Background: an optimization exercise with open tools, aiming at small area and a short achievable clock period. Do not read the settings as production practice. Only simulation tests tie the RTL to the original design; equivalence was not proved. Power is estimated from default activity; no workload was simulated.

## alu_instrmem_top
module alu_instrmem_top(input clk,
        input reset,
        output [7:0] imem_addr,
        input [15:0] imem_data,
        output [9:0] dmem_addr,
        output [15:0] dmem_wdata,
        output dmem_we,
        input [15:0] dmem_rdata,
        output logic ovf_ctrl,
        output logic take_branch
    );
    wire [15:0] i = imem_data;
    wire [2:0] ra = i[9:7];
    wire [2:0] rb = i[4:2];
    wire f0 = i[15:13] == 3'b000;
    wire f2 = i[15:13] == 3'b010;
    wire f4 = i[15:13] == 3'b100;
    wire f6 = i[15:13] == 3'b110;
    wire f7 = i[15:13] == 3'b111;
    wire is_lw   = f2;
    wire is_sw   = f6 & (i[1:0] == 2'b00);
    wire is_beqz = f6 & (i[1:0] == 2'b01);
    wire is_bnez = f7;
    wire is_add  = f4 & (i[11:10] == 2'b01) & (i[1:0] == 2'b10);
    wire is_srai = f4 & (i[11:10] == 2'b01) & (i[1:0] == 2'b01);
    wire is_lgc  = f4 & (i[11:10] == 2'b11) & (i[6:5] != 2'b00);
    wire is_andi = f4 & (i[11:10] == 2'b10);
    wire is_addi = f0 & (i[1:0] == 2'b01);
    wire is_slli = f0 & (i[1:0] == 2'b10);
    wire we = is_lw | is_add | is_srai | is_lgc | is_andi | is_addi | is_slli;
    wire [2:0] wa = i[14] ? rb : ra;
    logic [15:0] R [0:7];
    logic [7:0] valid;
    logic [15:0] wd;
    always_ff @(posedge clk or posedge reset)
        if (reset) valid <= 8'd0;
        else if (we) valid[wa] <= 1'b1;
    always_ff @(posedge clk)
        if (we) R[wa] <= wd;
    wire [5:0] imm6 = {i[12], i[6:2]};
    logic [15:0] A, b;
    always_comb begin
        A = 16'd0;
        b = i[15] ? 16'd0 : {{10{i[12]}}, imm6};
        for (int k = 0; k < 8; k++) begin
            if (ra == k && valid[k]) A = A | R[k];
            if (rb == k && valid[k] && i[15]) b = b | R[k];
        end
    end
    wire [4:0] imm5 = {i[5], i[12], i[11:10], i[6]};
    logic [4:0] ap;
    logic [5:0] ac;
  ...
For scale: ~1000 cells after synthesis, roughly 140 flip-flops, roughly 71 I/O pins.
clock: 10.0 ns
lec_check: 0
cap_margin: 20
core_margin: 2
core_utilization: 40
setup_slack_margin: 4
slew_margin: 20
tns_end_percent: 0
standard.sh (not shown) runs the stock make flow with config.mk's settings and CLKGATE_MAP_FILE= SYNTH_SCRIPT=/design/flow/synth_recipe.tcl, a recipe that flattens the netlist after the stock synthesis.
==> flow/flow/run.sh <==
#!/bin/bash
# Own layout flow: the standard synthesis, then the standard ORFS layout
# with port buffers that start at the smallest buffer (timing repair upsizes
# the ones that matter), a clock tree built from mid-size clock buffers
# without dummy loads. Each step's full output goes to a log file here.
set -euo pipefail
bash standard.sh synth > synth.log 2>&1
bash standard.sh \
  "BUFFER_PORTS_ARGS=-buffer_cell sky130_fd_sc_hd__buf_1" \
  "CTS_ARGS=-sink_clustering_enable -repair_clock_nets -dont_use_dummy_load -buf_list {sky130_fd_sc_hd__clkbuf_4 sky130_fd_sc_hd__clkbuf_8}" \
  finish > layout.log 2>&1
Rerun with:
==> flow/run.sh (new file) <==
#!/bin/bash
# synth_recipe.tcl (not shown) runs the flow's synth.tcl, then flattens the netlist and writes it again
# the make line also repeats each setting of config.mk as NAME=value (left out here)
make -C /OpenROAD-flow-scripts/flow DESIGN_CONFIG=/design/flow/config.mk WORK_HOME=/design/flow/orfs CLKGATE_MAP_FILE= SYNTH_SCRIPT=/design/flow/synth_recipe.tcl finish
removed: flow/flow/run.sh
removed: flow/standard.sh
Hold slack improves by 0.016 ns.
Combinational power rose by 6.4%.
Critical path depth goes down by 3.
Power increases by 16%.
Synthesized area is unchanged.
Non-clock buffer count went up by 19.
Routed wire length is lower by 0.69%.
Register-to-register slack gains 0.32 ns.
Cell area goes up by 8.2%.
Rerun with:
==> flow/flow/run.sh (new file) <==
#!/bin/bash
# Own layout flow: the standard synthesis, then the standard ORFS layout
# with port buffers that start at the smallest buffer (timing repair upsizes
# the ones that matter), a clock tree built from mid-size clock buffers
# without dummy loads. Each step's full output goes to a log file here.
set -euo pipefail
bash standard.sh synth > synth.log 2>&1
bash standard.sh \
  "BUFFER_PORTS_ARGS=-buffer_cell sky130_fd_sc_hd__buf_1" \
  "CTS_ARGS=-sink_clustering_enable -repair_clock_nets -dont_use_dummy_load -buf_list {sky130_fd_sc_hd__clkbuf_4 sky130_fd_sc_hd__clkbuf_8}" \
  finish > layout.log 2>&1
==> flow/standard.sh (new file) <==
#!/bin/bash
# synth_recipe.tcl (not shown) runs the flow's synth.tcl, then flattens the netlist and writes it again
# the make line also repeats each setting of config.mk as NAME=value (left out here)
make -C /OpenROAD-flow-scripts/flow DESIGN_CONFIG=/design/flow/config.mk WORK_HOME=/design/flow/orfs CLKGATE_MAP_FILE= SYNTH_SCRIPT=/design/flow/synth_recipe.tcl "${@:-finish}"
CORE_UTILIZATION = 60   (was 40)
removed: flow/run.sh
After rerunning: Final area drops by 5.7%. Routed wire length climbs by 1.7%. Sequential power drops by about 0.9%. Total power drops by 11%. Cell count drops by 7.2%. Die area drops by 33%. Via count climbs by 4.5%. Critical path depth climbs by 5. Worst hold slack got worse by 0.023 ns. Count of clock-buffer cells in the layout stays the same.
Rerun with:
==> flow/run.sh (new file) <==
#!/bin/bash
# synth_recipe.tcl (not shown) runs the flow's synth.tcl, then flattens the netlist and writes it again
# the make line also repeats each setting of config.mk as NAME=value (left out here)
make -C /OpenROAD-flow-scripts/flow DESIGN_CONFIG=/design/flow/config.mk WORK_HOME=/design/flow/orfs CLKGATE_MAP_FILE= SYNTH_SCRIPT=/design/flow/synth_recipe.tcl finish
CORE_UTILIZATION = 40   (was 60)
TNS_END_PERCENT = 5   (was 0)
removed: flow/flow/run.sh
removed: flow/standard.sh
After rerunning:
- routed wire length hardly moves
- count of clock-buffer cells in the layout does not change
- first-iteration DRC count came out lower by 29%
- total power came out higher by 14%
- via count came out lower by 3.3%
- final area came out higher by 8.0%

v23:
alu_instrmem_top, a different RTL version from the one above (not shown whole).
Size in the first run: roughly 1100 cells after synthesis, about 140 flip-flops, ~71 I/O pins, about 11000 um^2 of cells after synthesis.
clock: 10.0 ns
lec_check: 0
cap_margin: 20
core_margin: 2
core_utilization: 40
setup_slack_margin: 4
slew_margin: 20
run.sh (not shown) runs the stock make flow with config.mk's settings and CLKGATE_MAP_FILE= SYNTH_SCRIPT=/design/flow/synth_recipe.tcl, a recipe that flattens the netlist after the stock synthesis.
Stock flow here: none of the scripts above is used.
No stage failed in v23, and the final checks on the layout all came back clean.
For v16, these inputs were changed with respect to v23:
- SETUP_SLACK_MARGIN now 0.3, was 4
Results
Summary of the comparison: relative area of clock buffers and inverters in the final design is higher in v16, relative to v23.
Final antenna-violating net count: v23 vs v16 identical
Looking at clock network power share across v16 and v23, the one that comes out higher is v16.
When the final numbers for v16 and v23 were put side by side, the count of instances resized after the clock tree is built turned out to be greater in v23.
| number of logic stages on the critical path including buffering | higher: v23 |
Layout buffering overhead excluding clock cells: v16 vs v23 down 6.4 points
Compared with v23, v16 shows switching power of the nets lower by about 7%.
Summary of v16 over v23: final cell count lost 99, longest individual stage delay on the worst path went up 440 ps.
> inputs changed (v16 -> v19)
- ABC_CLOCK_PERIOD_IN_PS now 3000, previously not set
- SETUP_SLACK_MARGIN now 4, was 0.3
## What came out
Against v16, v19 reports a hold slack that is lower. The share of the final layout cell area in sequential cells reported for v19 is smaller than that of v16 by 3.8 points. Sum of met2 wire segment lengths after detailed routing, v19 vs v16: up by more than 10%.

alu_instrmem_top, a different RTL version from the one above (not shown whole).
For scale: roughly 880 cells after synthesis, ~9100 sq um of cells after synthesis.
Design alu_instrmem_top, start of the top module:
module alu_instrmem_top(input clk,
        input reset,
        output [7:0] imem_addr,
        input [15:0] imem_data,
        output [9:0] dmem_addr,
        output [15:0] dmem_wdata,
        output dmem_we,
        input [15:0] dmem_rdata,
        output logic ovf_ctrl,
        output logic take_branch
    );
    wire [15:0] i = imem_data;
    wire [2:0] ra = i[9:7];
    wire [2:0] rb = i[4:2];
    wire f0 = i[15:13] == 3'b000;
    wire f2 = i[15:13] == 3'b010;
    wire f4 = i[15:13] == 3'b100;
    wire f6 = i[15:13] == 3'b110;
    wire f7 = i[15:13] == 3'b111;
    wire is_lw   = f2;
    wire is_sw   = f6 & (i[1:0] == 2'b00);
    wire is_beqz = f6 & (i[1:0] == 2'b01);
    wire is_bnez = f7;
    wire is_add  = f4 & (i[11:10] == 2'b01) & (i[1:0] == 2'b10);
    wire is_srai = f4 & (i[11:10] == 2'b01) & (i[1:0] == 2'b01);
    wire is_lgc  = f4 & (i[11:10] == 2'b11) & (i[6:5] != 2'b00);
    wire is_andi = f4 & (i[11:10] == 2'b10);
  ...
clock: 10.0 ns
lec_check: 0
cap_margin: 20
core_margin: 2
core_utilization: 55
setup_slack_margin: 4
slew_margin: 20
synth_hierarchical: 1
synth_minimum_keep_size: 0
tns_end_percent: 0
standard.sh (not shown) runs the stock make flow with config.mk's settings and CLKGATE_MAP_FILE= SYNTH_SCRIPT=/design/flow/synth_recipe.tcl, a recipe that flattens the netlist after the stock synthesis.
==> flow/flow/run.sh <==
#!/bin/bash
# Own layout flow: the standard synthesis, then the standard ORFS layout
# with port buffers that start at the smallest buffer (timing repair upsizes
# the ones that matter), a clock tree built from mid-size clock buffers
# without dummy loads, and setup repair by cell sizing and pin swaps only
# (no inserted buffers or cloned gates). Each step's full output goes to a
# log file here.
set -euo pipefail
bash standard.sh synth > synth.log 2>&1
bash standard.sh \
  "BUFFER_PORTS_ARGS=-buffer_cell sky130_fd_sc_hd__buf_1" \
  "CTS_ARGS=-sink_clustering_enable -repair_clock_nets -dont_use_dummy_load -buf_list {sky130_fd_sc_hd__clkbuf_4 sky130_fd_sc_hd__clkbuf_8}" \
  "SETUP_MOVE_SEQUENCE=unbuffer,sizeup,swap" \
  finish > layout.log 2>&1
Change:
--- a/flow/flow/run.sh
+++ b/flow/flow/run.sh
@@ -10,5 +10,5 @@
 bash standard.sh \
   "BUFFER_PORTS_ARGS=-buffer_cell sky130_fd_sc_hd__buf_1" \
-  "CTS_ARGS=-sink_clustering_enable -repair_clock_nets -dont_use_dummy_load -buf_list {sky130_fd_sc_hd__clkbuf_4 sky130_fd_sc_hd__clkbuf_8}" \
+  "CTS_ARGS=-sink_clustering_enable -repair_clock_nets -dont_use_dummy_load -sink_clustering_size 30 -sink_clustering_max_diameter 100 -buf_list {sky130_fd_sc_hd__clkbuf_4 sky130_fd_sc_hd__clkbuf_8}" \
   "SETUP_MOVE_SEQUENCE=unbuffer,sizeup,swap" \
   finish > layout.log 2>&1
--- a/flow/config.mk
+++ b/flow/config.mk
@@ -8,8 +8,6 @@
 export CAP_MARGIN = 20
 export CORE_MARGIN = 2
-export CORE_UTILIZATION = 55
+export CORE_UTILIZATION = 40
 export SETUP_SLACK_MARGIN = 4
 export SLEW_MARGIN = 20
-export SYNTH_HIERARCHICAL = 1
-export SYNTH_MINIMUM_KEEP_SIZE = 0
 export TNS_END_PERCENT = 0
What happened:
- global-route usage decreases by 10 points
- design area increases by 9.1%
- clock-buffer cell count does not change
- worst setup slack improves by 100 ps
- first-iteration DRC count decreases by 30%
- non-clock buffer count increases by 6
- wire length increases by 7.3%
- power increases by 4.0%
Change:
--- a/flow/flow/run.sh
+++ b/flow/flow/run.sh
@@ -10,5 +10,5 @@
 bash standard.sh \
   "BUFFER_PORTS_ARGS=-buffer_cell sky130_fd_sc_hd__buf_1" \
-  "CTS_ARGS=-sink_clustering_enable -repair_clock_nets -dont_use_dummy_load -sink_clustering_size 30 -sink_clustering_max_diameter 100 -buf_list {sky130_fd_sc_hd__clkbuf_4 sky130_fd_sc_hd__clkbuf_8}" \
+  "CTS_ARGS=-sink_clustering_enable -repair_clock_nets -dont_use_dummy_load -buf_list {sky130_fd_sc_hd__clkbuf_4 sky130_fd_sc_hd__clkbuf_8}" \
   "SETUP_MOVE_SEQUENCE=unbuffer,sizeup,swap" \
   finish > layout.log 2>&1
--- a/flow/config.mk
+++ b/flow/config.mk
@@ -6,4 +6,5 @@
 export NUM_CORES = 4
 export LEC_CHECK = 0
+export ABC_AREA = 1
 export CAP_MARGIN = 20
 export CORE_MARGIN = 2
@@ -11,3 +12,5 @@
 export SETUP_SLACK_MARGIN = 4
 export SLEW_MARGIN = 20
+export SYNTH_HIERARCHICAL = 1
+export SYNTH_MINIMUM_KEEP_SIZE = 0
 export TNS_END_PERCENT = 0
=>
- die area went up by 3.5%
- via count rises by 12%
- global-route usage drops by 1.2 points
Change:
--- a/flow/flow/run.sh
+++ b/flow/flow/run.sh
@@ -4,5 +4,5 @@
 # the ones that matter), a clock tree built from mid-size clock buffers
 # without dummy loads, and setup repair by cell sizing and pin swaps only
-# (no inserted buffers or cloned gates). Each step's full output goes to a
+# (no inserted buffers or cloned gates), and nets of more than 10 pins buffered before that. Each step's full output goes to a
 # log file here.
 set -euo pipefail
@@ -12,3 +12,4 @@
   "CTS_ARGS=-sink_clustering_enable -repair_clock_nets -dont_use_dummy_load -buf_list {sky130_fd_sc_hd__clkbuf_4 sky130_fd_sc_hd__clkbuf_8}" \
   "SETUP_MOVE_SEQUENCE=unbuffer,sizeup,swap" \
+  "PRE_RESIZE_TCL=$PWD/flow/fanout.tcl" \
   finish > layout.log 2>&1
==> flow/flow/fanout.tcl (new file) <==
# Sourced before the placement-stage repair_design: nets driving more than
# 10 pins get buffered, which keeps the register-select nets fast.
set_max_fanout 10 [current_design]
--- a/flow/config.mk
+++ b/flow/config.mk
@@ -12,5 +12,3 @@
 export SETUP_SLACK_MARGIN = 4
 export SLEW_MARGIN = 20
-export SYNTH_HIERARCHICAL = 1
-export SYNTH_MINIMUM_KEEP_SIZE = 0
 export TNS_END_PERCENT = 0
Result: The changed run finished with timing, DRC and antenna clean; register-to-register slack degrades by 500 ps; die area rises by 4.4%; design area rises by about 10%; core utilization rises by 2.6 points; routed wire length rises by about 28%; synthesized cell count rises by about 5%; worst setup slack improves by 190 ps; sequential share of layout area falls by 3.5 points; non-clock buffer count rises by 62; synthesized area rises by 4.5%; critical path depth rises by 1.

-- separate check: timing with driven ports --
In the flow no input, the clock included, has a driving cell. The finished layouts below were timed again as built, in two steps.
Step 1: set_driving_cell puts a clkbuf_16 on clk and a buf_2 on each other input, an assumption about the parent block.
Step 2, shift: input delay + t, output delay - t, t = (earliest + latest rising clock arrival at the registers) / 2. This alone moves slack from input paths to output paths.
a / b / c = ideal / step 1 / step 2; a / b = the first two.
run	t (ns)	setup slack, ns	worst register clock-pin slew, ns
the first run of note 1	0.485	2.876 / 2.745 / 2.745	0.10 / 0.10
the second run of note 1	0.482	2.924 / 2.887 / 2.887	0.07 / 0.07
the third run of note 1	0.483	2.944 / 2.879 / 2.879	0.09 / 0.09
the fourth run of note 1	0.484	2.899 / 2.827 / 2.617	0.07 / 0.07
v23	0.476	2.692 / 2.544 / 2.544	0.07 / 0.07
v16	0.475	1.054 / 1.008 / 1.008	0.07 / 0.07
v19	0.476	2.692 / 2.544 / 2.544	0.07 / 0.07
the first run of note 3	0.490	2.493 / 2.457 / 2.457	0.09 / 0.09
the second run of note 3	0.483	2.595 / 2.527 / 2.527	0.08 / 0.08
the third run of note 3	0.480	2.907 / 2.870 / 2.870	0.08 / 0.08
the fourth run of note 3	0.487	3.095 / 3.063 / 2.953	0.10 / 0.10
After both steps every run listed still meets setup and hold. The setup slack of the fourth run of note 1, which loses most, moves by -0.072 ns with the drivers and by -0.282 ns with both steps.
